This design comes from an exercise in tuning for small area on the open sky130 flow, not from production work. Function was checked by simulation only, so behaviour that the tests miss may differ from the original. Power figures rest on the tool's default switching activity, not on a simulated workload. The flow treats the clock pin as an ideal source, which a real chip does not have.

build 68:
## iiitb_apb
module iiitb_apb (
  input         clk,
  input         reset,
  input  [7:0]  addr,
  input         data_valid,
  input  [31:0] data,
  input         data_dir,
  input  [31:0] wait_cycle,
  output [31:0] read_out_data,
  output        transaction_done,
  output        tranerr,
  output        slverr
);
clock: 10.0 ns
lec_check: 0
cap_margin: 20
core_margin: 2
core_utilization: 60
slew_margin: 20
standard.sh (not shown) runs the stock make flow with config.mk's settings and CLKGATE_MAP_FILE= SYNTH_SCRIPT=/design/flow/synth_recipe.tcl, a recipe that flattens the netlist after the stock synthesis.
==> flow/flow/run.sh <==
#!/bin/bash
# Layout: the standard ORFS flow (standard.sh), with these changes:
#  - synthesis maps logic with ABC's area mapper (abc_override.tcl, area.abc)
#    around the standard flow's own synthesis script, synth_recipe.tcl;
#  - port buffers are the smallest buffer cell (buffer_ports -buffer_cell);
#  - clock tree synthesis without dummy loads and with its own buffer list
#    and sink clustering (CTS_ARGS, read by ORFS's cts.tcl).
# Each tool's output goes to a log file in the work folder.
set -euo pipefail
work=$(pwd)
here=$(cd "$(dirname "$0")" && pwd)
export FLOW_ABC_SCRIPT="$here/area.abc"
export FLOW_SYNTH_TCL="$work/synth_recipe.tcl"
export BUFFER_PORTS_ARGS="$(cat "$here/buffer_ports.args")"
export CTS_ARGS="$(cat "$here/cts.args")"
# standard.sh with its synthesis script swapped for abc_override.tcl
sed "s#SYNTH_SCRIPT=[^ ]*#SYNTH_SCRIPT=$here/abc_override.tcl#" standard.sh > standard_area.sh
grep -q "SYNTH_SCRIPT=$here/abc_override.tcl" standard_area.sh
bash standard_area.sh finish > flow_standard.log 2>&1
==> flow/flow/abc_override.tcl <==
# Synthesis: the standard flow's own synthesis script (synth_recipe.tcl, sourced last),
# with one change: ORFS's technology mapping call, abc, runs the area-oriented
# mapper of the ABC script in area.abc in place of ORFS's speed script.
# Flip-flops are mapped before abc, so the registers, their names and their
# cells are those of the standard synthesis.
proc abc {args} {
  set keep {}
  set skip 0
  foreach a $args {
    if {$skip} { set skip 0; continue }
    if {$a eq "-script"} { set skip 1; continue }
    lappend keep $a
  }
  yosys abc -script $::env(FLOW_ABC_SCRIPT) {*}$keep
}
source $::env(FLOW_SYNTH_TCL)
==> flow/flow/area.abc <==
strash; dch; amap -m; topo
==> flow/flow/buffer_ports.args <==
-buffer_cell sky130_fd_sc_hd__buf_1
==> flow/flow/cts.args <==
-sink_clustering_enable -repair_clock_nets -dont_use_dummy_load -buf_list {sky130_fd_sc_hd__clkbuf_16} -sink_clustering_size 34 -sink_clustering_max_diameter 90
What build 17 does differently from build 68 at the input level:
==> flow/flow/cts.args <==
-sink_clustering_enable -repair_clock_nets -dont_use_dummy_load -buf_list {sky130_fd_sc_hd__clkbuf_4 sky130_fd_sc_hd__clkbuf_8 sky130_fd_sc_hd__clkbuf_16}
Worst ir drop on vdd: build 17 vs build 68 down 0.014 mV. Time the final worst path needs with I/O delays and setup: build 68 vs build 17 — no meaningful difference. Setup slack of build 17 is on par with build 68. Overall die width: build 68 vs build 17 identical. On wire length per cell after detailed routing, build 68 and build 17 are basically level. Cmp build 68 and build 17 / met3 capacity usage during global routing / higher: build 17. The run showing the greater power is build 17. From build 68 to build 17 the numbers moved as follows: post-synthesis to final-layout area growth has increased; via count has increased. Compared with build 68, build 17 improves final hold slack.
--- input diff build 17..build 50 ---
==> flow/flow/cts.args <==
-sink_clustering_enable -repair_clock_nets -dont_use_dummy_load -buf_list {sky130_fd_sc_hd__clkbuf_16} -sink_clustering_size 30 -sink_clustering_max_diameter 60
Findings:
~same post-detailed-route via-to-cell ratio in build 17 and build 50
Compared to build 17, build 50 has overall power consumption about 13% lower.
Looking at build 17 and build 50, the fmax is a wash.

Setup of sierra:
Another version of the RTL of iiitb_apb (not shown whole).
Size: ~1,800 cells after synthesis, about 1,100 flip-flops, about 110 I/O pins.
Design iiitb_apb, start of the top module:
module iiitb_apb (
  input         clk,
  input         reset,
  input  [7:0]  addr,
  input         data_valid,
  input  [31:0] data,
  input         data_dir,
  input  [31:0] wait_cycle,
  output [31:0] read_out_data,
  output        transaction_done,
  output        tranerr,
  output        slverr
);
Settings: LEC_CHECK=0, CAP_MARGIN=0, CORE_MARGIN=2, CORE_UTILIZATION=60, PLACE_DENSITY=0.8, SLEW_MARGIN=0; clock period 10.0 ns.
==> flow/flow/run.sh <==
#!/bin/bash
# Layout: the standard ORFS flow (standard.sh), with these changes:
#  - synthesis maps logic with ABC's area mapper (abc_override.tcl, area.abc)
#    around the standard flow's own synthesis script, synth_recipe.tcl;
#  - the read-data selection's gate modules (apb_aoi222, apb_nand4) are kept
#    as modules through mapping (SYNTH_KEEP_MODULES), so each maps to its
#    own cell; synth_recipe.tcl then flattens the design as usual;
#  - port buffers are the smallest buffer cell (buffer_ports -buffer_cell);
#  - clock tree synthesis without dummy loads and with its own buffer list
#    and sink clustering (CTS_ARGS, read by ORFS's cts.tcl).
# Each tool's output goes to a log file in the work folder.
set -euo pipefail
work=$(pwd)
here=$(cd "$(dirname "$0")" && pwd)
export FLOW_ABC_SCRIPT="$here/area.abc"
export FLOW_SYNTH_TCL="$work/synth_recipe.tcl"
export SYNTH_KEEP_MODULES="apb_aoi222 apb_nand4"
export BUFFER_PORTS_ARGS="$(cat "$here/buffer_ports.args")"
export CTS_ARGS="$(cat "$here/cts.args")"
# standard.sh with its synthesis script swapped for abc_override.tcl
sed "s#SYNTH_SCRIPT=[^ ]*#SYNTH_SCRIPT=$here/abc_override.tcl#" standard.sh > standard_area.sh
grep -q "SYNTH_SCRIPT=$here/abc_override.tcl" standard_area.sh
bash standard_area.sh finish > flow_standard.log 2>&1
==> flow/flow/cts.args <==
-sink_clustering_enable -repair_clock_nets -dont_use_dummy_load -buf_list {sky130_fd_sc_hd__clkbuf_16} -sink_clustering_size 34 -sink_clustering_max_diameter 90
Scripts as last shown in full above: flow/flow/abc_override.tcl, flow/flow/area.abc, flow/flow/buffer_ports.args
sierra reached the final stage; the timing, DRC and antenna checks on its layout passed.
Edits applied to the flow inputs when going from sierra to pepper:
Settings: PLACE_DENSITY removed (was 0.8).
Findings:
- Compared with sierra, in pepper number of non-clock buffers decreased 9, final wirelength picked up an extra about 3%.
- In pepper, antenna diode count is lower than in sierra.
- [compare] base=sierra new=pepper: synthesis-to-layout area growth shrank by 0.29 points; cell area was more or less identical; number of global-route vias before repair decreased by about 4.4% relative to the old numbers; global-route track usage on met2 picked up an extra 0.89 points.
Input-level comparison between juniper and pepper:
==> flow/flow/cts.args <==
-sink_clustering_enable -repair_clock_nets -dont_use_dummy_load -buf_list {sky130_fd_sc_hd__clkbuf_16} -sink_clustering_size 36 -sink_clustering_max_diameter 90
Notes after the runs:
Going from pepper to juniper, clock network area share shrinks by 0.17 points.
The flow did not stop early for juniper: all stages ran, and the layout cleared the timing, DRC and antenna checks.
Taking pepper as the reference point, the wire length on met3 of juniper falls by about 8%.
~same wire length in pepper and juniper
Between pepper and juniper, the via count of the first global-routing pass is lower for juniper.
pepper and juniper ended up with nearly the same share of the cycle needed by the critical path after routing.
Combinational share of power: juniper vs pepper — no meaningful difference
On total power consumption of the routed design, pepper loses to juniper.
juniper vs pepper, number of antenna violations at the first check in global routing went up by 1.
Relative to juniper, the following input files were edited for harbor:
==> flow/flow/cts.args <==
-sink_clustering_enable -repair_clock_nets -dont_use_dummy_load -buf_list {sky130_fd_sc_hd__clkbuf_16} -sink_clustering_size 34 -sink_clustering_max_diameter 70
Results
First-pass iteration count of the detailed router for harbor is lower than for juniper. Re adder-cell share of the synthesized area: no difference whatsoever between juniper and harbor. Between harbor and juniper, setup slack is higher for juniper, harbor comes in under that. Relative to juniper, leakage component of the power has increased by about 0.47% in harbor.

Setup of indigo:
iiitb_apb, a different RTL version from the one above (not shown whole).
Size in the first run: about 1100 flip-flops, ~110 I/O pins.
clock: 10.0 ns
lec_check: 0
cap_margin: 20
core_margin: 2
core_utilization: 60
cts_buf_list: sky130_fd_sc_hd__clkbuf_8
cts_cluster_size: 30
slew_margin: 20
run.sh (not shown) runs the stock make flow with config.mk's settings and CLKGATE_MAP_FILE= SYNTH_SCRIPT=/design/flow/synth_recipe.tcl, a recipe that flattens the netlist after the stock synthesis.
Stock flow here: none of the scripts above is used.
The flow did not stop early for indigo: all stages ran, and the layout cleared the timing, DRC and antenna checks.
Here is what was changed in the inputs of tundra compared with indigo.
Settings: a deleted CTS_CLUSTER_SIZE that had been 30; a deleted CTS_BUF_LIST that had been sky130_fd_sc_hd__clkbuf_8.
==> flow/flow/run.sh (new file) <==
#!/bin/bash
# Layout: the standard ORFS flow (standard.sh), with two changes:
#  - port buffers are the smallest buffer cell (buffer_ports -buffer_cell),
#  - clock tree synthesis without dummy loads and with its own buffer list
#    and sink clustering (CTS_ARGS, read by ORFS's cts.tcl).
# Each tool's output goes to a log file in the work folder.
set -euo pipefail
here=$(cd "$(dirname "$0")" && pwd)
export BUFFER_PORTS_ARGS="$(cat "$here/buffer_ports.args")"
export CTS_ARGS="$(cat "$here/cts.args")"
bash standard.sh finish > flow_standard.log 2>&1
==> flow/flow/buffer_ports.args (new file) <==
-buffer_cell sky130_fd_sc_hd__buf_1
==> flow/flow/cts.args (new file) <==
-sink_clustering_enable -repair_clock_nets -dont_use_dummy_load -buf_list {sky130_fd_sc_hd__clkbuf_8 sky130_fd_sc_hd__clkbuf_16} -sink_clustering_size 30 -sink_clustering_max_diameter 80
==> flow/standard.sh (new file) <==
#!/bin/bash
# synth_recipe.tcl (not shown) runs the flow's synth.tcl, then flattens the netlist and writes it again
# the make line also repeats each setting of config.mk as NAME=value (left out here)
make -C /OpenROAD-flow-scripts/flow DESIGN_CONFIG=/design/flow/config.mk WORK_HOME=/design/flow/orfs CLKGATE_MAP_FILE= SYNTH_SCRIPT=/design/flow/synth_recipe.tcl "${@:-finish}"
removed: flow/run.sh
Notes after the runs:
- Between indigo and tundra, utilization is higher for indigo, tundra comes in under that.
- tundra vs. indigo: buffering overhead shrank by 1.9 points, total CTS buffers shrank by 74%, detailed placer's ending HPWL shrank by 440 um.
- Final net count in tundra is about 5% lower than in indigo
- No run among indigo and tundra stopped early or left any final violation; all are clean.
- Re share of final-layout standard cells stronger than drive strength 1: indigo and tundra aren't equal, and the lower value belongs to tundra.
- Sort indigo and tundra by wire length of the first global-routing pass, ascending, and tundra comes first.
- Compared with indigo, tundra shows initial antenna violation count lower by 3.
- Compare indigo and tundra | count of inserted antenna diode cells lower: tundra
- Going from indigo to tundra, length of routed met2 wiring shrank slightly.
- What tundra reported for via count of the first global-routing pass has to be multiplied by 1.11 to get the figure for indigo.
Edits applied to the flow inputs when going from tundra to cedar:
Settings: a change of CORE_UTILIZATION from 60 to 40.
==> flow/run.sh (new file) <==
#!/bin/bash
# synth_recipe.tcl (not shown) runs the flow's synth.tcl, then flattens the netlist and writes it again
# the make line also repeats each setting of config.mk as NAME=value (left out here)
make -C /OpenROAD-flow-scripts/flow DESIGN_CONFIG=/design/flow/config.mk WORK_HOME=/design/flow/orfs CLKGATE_MAP_FILE= SYNTH_SCRIPT=/design/flow/synth_recipe.tcl finish
removed: flow/flow/run.sh
removed: flow/flow/buffer_ports.args
removed: flow/flow/cts.args
removed: flow/standard.sh
For the maximum frequency, cedar came in 9.5% lower than tundra did.
Per the comparison of cedar with tundra, utilization now sits lower; minimum period implied by the final worst setup slack now sits higher; worst setup slack now sits lower.
For via count of the first global-routing pass, dividing the value from tundra by the value from cedar gives 0.932.
Compared with tundra, in cedar multi-input logic area roughly the same, clock share of power higher, wire length higher, switching fraction of total power lower, final cell count without fillers higher.
Total power (lower): tundra
#### Input delta (ember over cedar)
Settings: a change of CORE_UTILIZATION from 40 to 60.
==> flow/flow/run.sh (new file) <==
#!/bin/bash
# Layout: the standard ORFS flow (standard.sh), with two changes:
#  - port buffers are the smallest buffer cell (buffer_ports -buffer_cell),
#  - clock tree synthesis without dummy loads and with its own buffer list
#    and sink clustering (CTS_ARGS, read by ORFS's cts.tcl).
# Each tool's output goes to a log file in the work folder.
set -euo pipefail
here=$(cd "$(dirname "$0")" && pwd)
export BUFFER_PORTS_ARGS="$(cat "$here/buffer_ports.args")"
export CTS_ARGS="$(cat "$here/cts.args")"
bash standard.sh finish > flow_standard.log 2>&1
==> flow/flow/buffer_ports.args (new file) <==
-buffer_cell sky130_fd_sc_hd__buf_1
==> flow/flow/cts.args (new file) <==
-sink_clustering_enable -repair_clock_nets -dont_use_dummy_load -buf_list {sky130_fd_sc_hd__clkbuf_4 sky130_fd_sc_hd__clkbuf_8} -sink_clustering_size 20 -sink_clustering_max_diameter 60
==> flow/standard.sh (new file) <==
#!/bin/bash
# synth_recipe.tcl (not shown) runs the flow's synth.tcl, then flattens the netlist and writes it again
# the make line also repeats each setting of config.mk as NAME=value (left out here)
make -C /OpenROAD-flow-scripts/flow DESIGN_CONFIG=/design/flow/config.mk WORK_HOME=/design/flow/orfs CLKGATE_MAP_FILE= SYNTH_SCRIPT=/design/flow/synth_recipe.tcl "${@:-finish}"
removed: flow/run.sh
Findings:
ember: all stages complete, timing, DRC and antenna checks passed. Setup WNS cedar -> ember: better. Between ember and cedar, share of power burned in the clock network is lower for ember, cedar comes in above that. The run with more routed wire is cedar, not ember. sky130_fd_sc_hd__clkdlybuf4s50_1 as the critical path's slowest cell was reported by cedar, and sky130_fd_sc_hd__nand4_1 by ember. cedar → ember: leakage power of the design now smaller; clock-buffer cell count now smaller; power per standard cell area now smaller; sequential cell area share now larger; share of synthesized area spent on multiplexers comparable. ember against cedar: met1 usage in global routing shows an increase of 12 points; synthesis-to-layout area growth shows a reduction of 13 points.
### ember -> lagoon
==> flow/flow/cts.args <==
-sink_clustering_enable -repair_clock_nets -dont_use_dummy_load -buf_list {sky130_fd_sc_hd__clkbuf_8} -sink_clustering_size 16 -sink_clustering_max_diameter 50
Notes after the runs:
Against ember, area of all placed cells without fillers in lagoon rose slightly.
Diff ember..lagoon | number of flip-flops and latches | unchanged
lagoon has overall power of the completed layout above what ember had.
Delta (lagoon minus ember): aggregate global-route resource usage grew by 0.28 points, routed wire length roughly the same, final core utilization grew by 0.49 points, count of clock-buffer cells in the layout has increased.
lagoon finished every step from synthesis to the final layout, and the layout passed the timing, DRC and antenna checks.
ember -> lagoon: global placer's final weighted congestion delta 0, exact match

P:
The RTL this note starts from:
==> flow/design.v <==
module apb_ring6 (
  input             clk,
  input             wea,
  input             web,
  input      [31:0] wdata,      
  input      [31:0] wdata_n,    
  output     [31:0] porta,      
  output     [31:0] portb       
);
  reg [31:0] s0, s1, s2, s3, s4, s5;
  wire [31:0] s0_d = wea ? wdata : ~s5;
  assign porta = s0_d;
  assign portb = s2;
  always @(posedge clk) begin
    s0 <= s0_d;
    s1 <= s0;
    s2 <= s1;
    s3 <= web ? wdata_n : ~s2;
    s4 <= s3;
    s5 <= s4;
  end
endmodule
module apb_ring2 (
  input             clk,
  input             we,
  input      [31:0] wdata,
  output     [31:0] port
);
  reg [31:0] s0, s1;
  assign port = s1;
  always @(posedge clk) begin
    s0 <= we ? wdata : s1;
    s1 <= s0;
  end
endmodule
module iiitb_apb (
  input         clk,
  input         reset,
  input  [7:0]  addr,
  input         data_valid,
  input  [31:0] data,
  input         data_dir,
  input  [31:0] wait_cycle,
  output [31:0] read_out_data,
  output        transaction_done,
  output        tranerr,
  output        slverr
);
  reg        busy;       
  reg  [4:0] cnt;        
  reg        done;
  reg        done_rd;
  reg  [1:0] ph3;        
  reg        lap;        
  reg        ph2;        
  reg [31:0] rdata;      
  wire le19 = ~|wait_cycle[31:5] & (wait_cycle[4:0] <= 5'd19);
  wire inr  = ~|addr[7:5];
  wire last = busy & (le19 ? (cnt == wait_cycle[4:0]) : (cnt == 5'd19));
  assign tranerr          = last & ~le19;
  assign slverr           = last & le19 & ~inr;
  assign transaction_done = done;
  assign read_out_data    = {32{done_rd}} & rdata;
  wire act = busy & le19 & inr;
  wire wr  = act & data_dir;
  wire rd  = act & ~data_dir;
  wire [31:0] dec = 32'd1 << addr[4:0];
  wire [2:0]  phs = {ph3 == 2'd2, ph3 == 2'd1, ph3 == 2'd0};
  wire [5:0]  at_a = {{3{lap}} & phs, {3{~lap}} & phs};
  wire [5:0]  at_b = {{3{~lap}} & phs, {3{lap}} & phs};
  wire [4:0]  hit_a, hit_b;
  wire [31:0] porta   [0:4];
  wire [31:0] portb   [0:4];
  wire [31:0] data_n = ~data;
  genvar r;
  generate
    for (r = 0; r < 5; r = r + 1) begin : ring
      assign hit_a[r] = |(dec[6*r+5:6*r] & at_a);
      assign hit_b[r] = |(dec[6*r+5:6*r] & at_b);
      apb_ring6 u (
        .clk(clk), .wea(wr & hit_a[r]), .web(wr & hit_b[r]),
        .wdata(data), .wdata_n(data_n),
        .porta(porta[r]), .portb(portb[r]));
    end
  endgenerate
  wire hit2 = (dec[30] & ~ph2) | (dec[31] & ph2);
  wire [31:0] port2;
  apb_ring2 ring2 (.clk(clk), .we(wr & hit2), .wdata(data), .port(port2));
  reg [31:0] rword;
  integer k;
  always @(*) begin
    rword = {32{hit2}} & port2;
    for (k = 0; k < 5; k = k + 1)
      rword = rword | ({32{hit_a[k]}} & porta[k]) | ({32{hit_b[k]}} & portb[k]);
  end
  always @(posedge clk) begin
    busy    <= ~reset & (busy ? ~last : data_valid);
    cnt     <= busy ? cnt + 5'd1 : 5'd30;
    done    <= last & le19;
    done_rd <= last & le19 & ~data_dir;
    ph3     <= ph3[1] ? 2'd0 : ph3 + 2'd1;
    lap     <= lap ^ ph3[1];
    ph2     <= ~ph2;
    if (reset)
      rdata <= 32'd0;
    else if (rd & (|hit_a | |hit_b | hit2))
      rdata <= rword;
  end
endmodule
Settings: LEC_CHECK=0, CAP_MARGIN=0, CORE_MARGIN=2, CORE_UTILIZATION=60, SLEW_MARGIN=0; clock period 10.0 ns.
standard.sh (not shown) runs the stock make flow with config.mk's settings and CLKGATE_MAP_FILE= SYNTH_SCRIPT=/design/flow/synth_recipe.tcl, a recipe that flattens the netlist after the stock synthesis.
==> flow/flow/run.sh <==
#!/bin/bash
# Layout: the standard ORFS flow (standard.sh), with these changes:
#  - synthesis maps logic with ABC's area mapper (abc_override.tcl, area.abc)
#    around the standard flow's own synthesis script, synth_recipe.tcl;
#  - port buffers are the smallest buffer cell (buffer_ports -buffer_cell);
#  - clock tree synthesis without dummy loads and with its own buffer list
#    and sink clustering (CTS_ARGS, read by ORFS's cts.tcl).
# Each tool's output goes to a log file in the work folder.
set -euo pipefail
work=$(pwd)
here=$(cd "$(dirname "$0")" && pwd)
export FLOW_ABC_SCRIPT="$here/area.abc"
export FLOW_SYNTH_TCL="$work/synth_recipe.tcl"
export BUFFER_PORTS_ARGS="$(cat "$here/buffer_ports.args")"
export CTS_ARGS="$(cat "$here/cts.args")"
# standard.sh with its synthesis script swapped for abc_override.tcl
sed "s#SYNTH_SCRIPT=[^ ]*#SYNTH_SCRIPT=$here/abc_override.tcl#" standard.sh > standard_area.sh
grep -q "SYNTH_SCRIPT=$here/abc_override.tcl" standard_area.sh
bash standard_area.sh finish > flow_standard.log 2>&1
==> flow/flow/buffer_ports.args <==
-buffer_cell sky130_fd_sc_hd__buf_1
==> flow/flow/cts.args <==
-sink_clustering_enable -repair_clock_nets -dont_use_dummy_load -buf_list {sky130_fd_sc_hd__clkbuf_8 sky130_fd_sc_hd__clkbuf_16} -sink_clustering_size 30 -sink_clustering_max_diameter 80
Scripts as last shown in full above: flow/flow/abc_override.tcl, flow/flow/area.abc
#### Input delta (Q over P)
Settings: changing CAP_MARGIN from 0 to 20; changing SLEW_MARGIN from 0 to 20.
==> summary.txt <==
Any difference in sequential share of layout area between P and Q is small enough to ignore.
Taking P as the reference, in Q number of nets at the end of the flow shows no meaningful change, critical path depth barely changed, final instance area level, total power did not really move, flop-to-flop setup slack went up by 30 ps.
Via total after detailed routing delta (Q -> P): insignificant
| areal power density over the cells | Q vs P | ≈ equal |
Relative to Q, the following input files were edited for R:
==> flow/flow/run.sh <==
#!/bin/bash
# Layout: the standard ORFS flow (standard.sh), with two changes:
#  - port buffers are the smallest buffer cell (buffer_ports -buffer_cell),
#  - clock tree synthesis without dummy loads and with its own buffer list
#    and sink clustering (CTS_ARGS, read by ORFS's cts.tcl).
# Each tool's output goes to a log file in the work folder.
set -euo pipefail
here=$(cd "$(dirname "$0")" && pwd)
export BUFFER_PORTS_ARGS="$(cat "$here/buffer_ports.args")"
export CTS_ARGS="$(cat "$here/cts.args")"
bash standard.sh finish > flow_standard.log 2>&1
removed: flow/flow/abc_override.tcl
removed: flow/flow/area.abc
==> comparison <==
The lower fraction of standard cell area in multi-input logic came out of Q.
Diff Q..R | clock-pin slew reported for the worst setup and hold paths after clock tree synthesis | negligible
Comparing the two runs side by side, R comes out ahead of Q on worst setup timing slack at the placement stage.
Number of nets in the layout, R vs Q: up by more than 10%
Vertical extent of the die: R higher than Q
Compared with Q, in R count of plain and timing-repair buffers in the layout now smaller, final standard cell count with taps included and fillers excluded now larger, total non-filler cell area in the finished layout now larger, mux contribution to synthesized area now larger, share of cell area taken by flip-flops and latches now smaller.

-- port drivers added, routing unchanged --
How much do the figures lean on ideal ports? The routed layouts below were timed once more, with nothing changed but the port constraints. Step 1 sets driving cells, clkbuf_16 on the clock port and buf_2 on the other inputs (assumed; they add their load-dependent delay and slew). Step 2 times the ports against the registers' clock, not the clock port: input delays grow and output delays shrink by t, the midpoint of the rising clock arrivals with the driver on. Three values: ideal ports, drivers, drivers and shift; two values: the first two.
run | shift t [ns] | setup slack, ns | worst setup path at the end | cell pins on the clock port's net
build 68 | 0.641 | 2.770 / 2.749 / 2.749 | input to output | 1
build 17 | 0.671 | 2.770 / 2.749 / 2.749 | input to output | 1
build 50 | 0.652 | 2.769 / 2.748 / 2.748 | input to output | 1
sierra | 0.626 | 2.645 / 2.624 / 2.624 | input to output | 1
pepper | 0.649 | 2.482 / 2.459 / 2.459 | input to output | 1
juniper | 0.641 | 2.486 / 2.464 / 2.464 | input to output | 1
harbor | 0.641 | 2.456 / 2.434 / 2.434 | input to output | 1
indigo | 0.827 | 2.940 / 2.914 / 2.914 | input to output | 1
tundra | 0.651 | 3.822 / 3.800 / 3.800 | input to output | 1
cedar | 0.707 | 3.171 / 3.145 / 3.145 | input to output | 1
ember | 0.736 | 3.857 / 3.835 / 3.835 | input to output | 1
lagoon | 0.720 | 3.838 / 3.815 / 3.815 | input to output | 1
P | 0.630 | 2.772 / 2.751 / 2.751 | input to output | 1
Q | 0.630 | 2.773 / 2.752 / 2.752 | input to output | 1
R | 0.646 | 3.671 / 3.651 / 3.651 | input to output | 1
After both steps setup and hold are still met in every run listed.
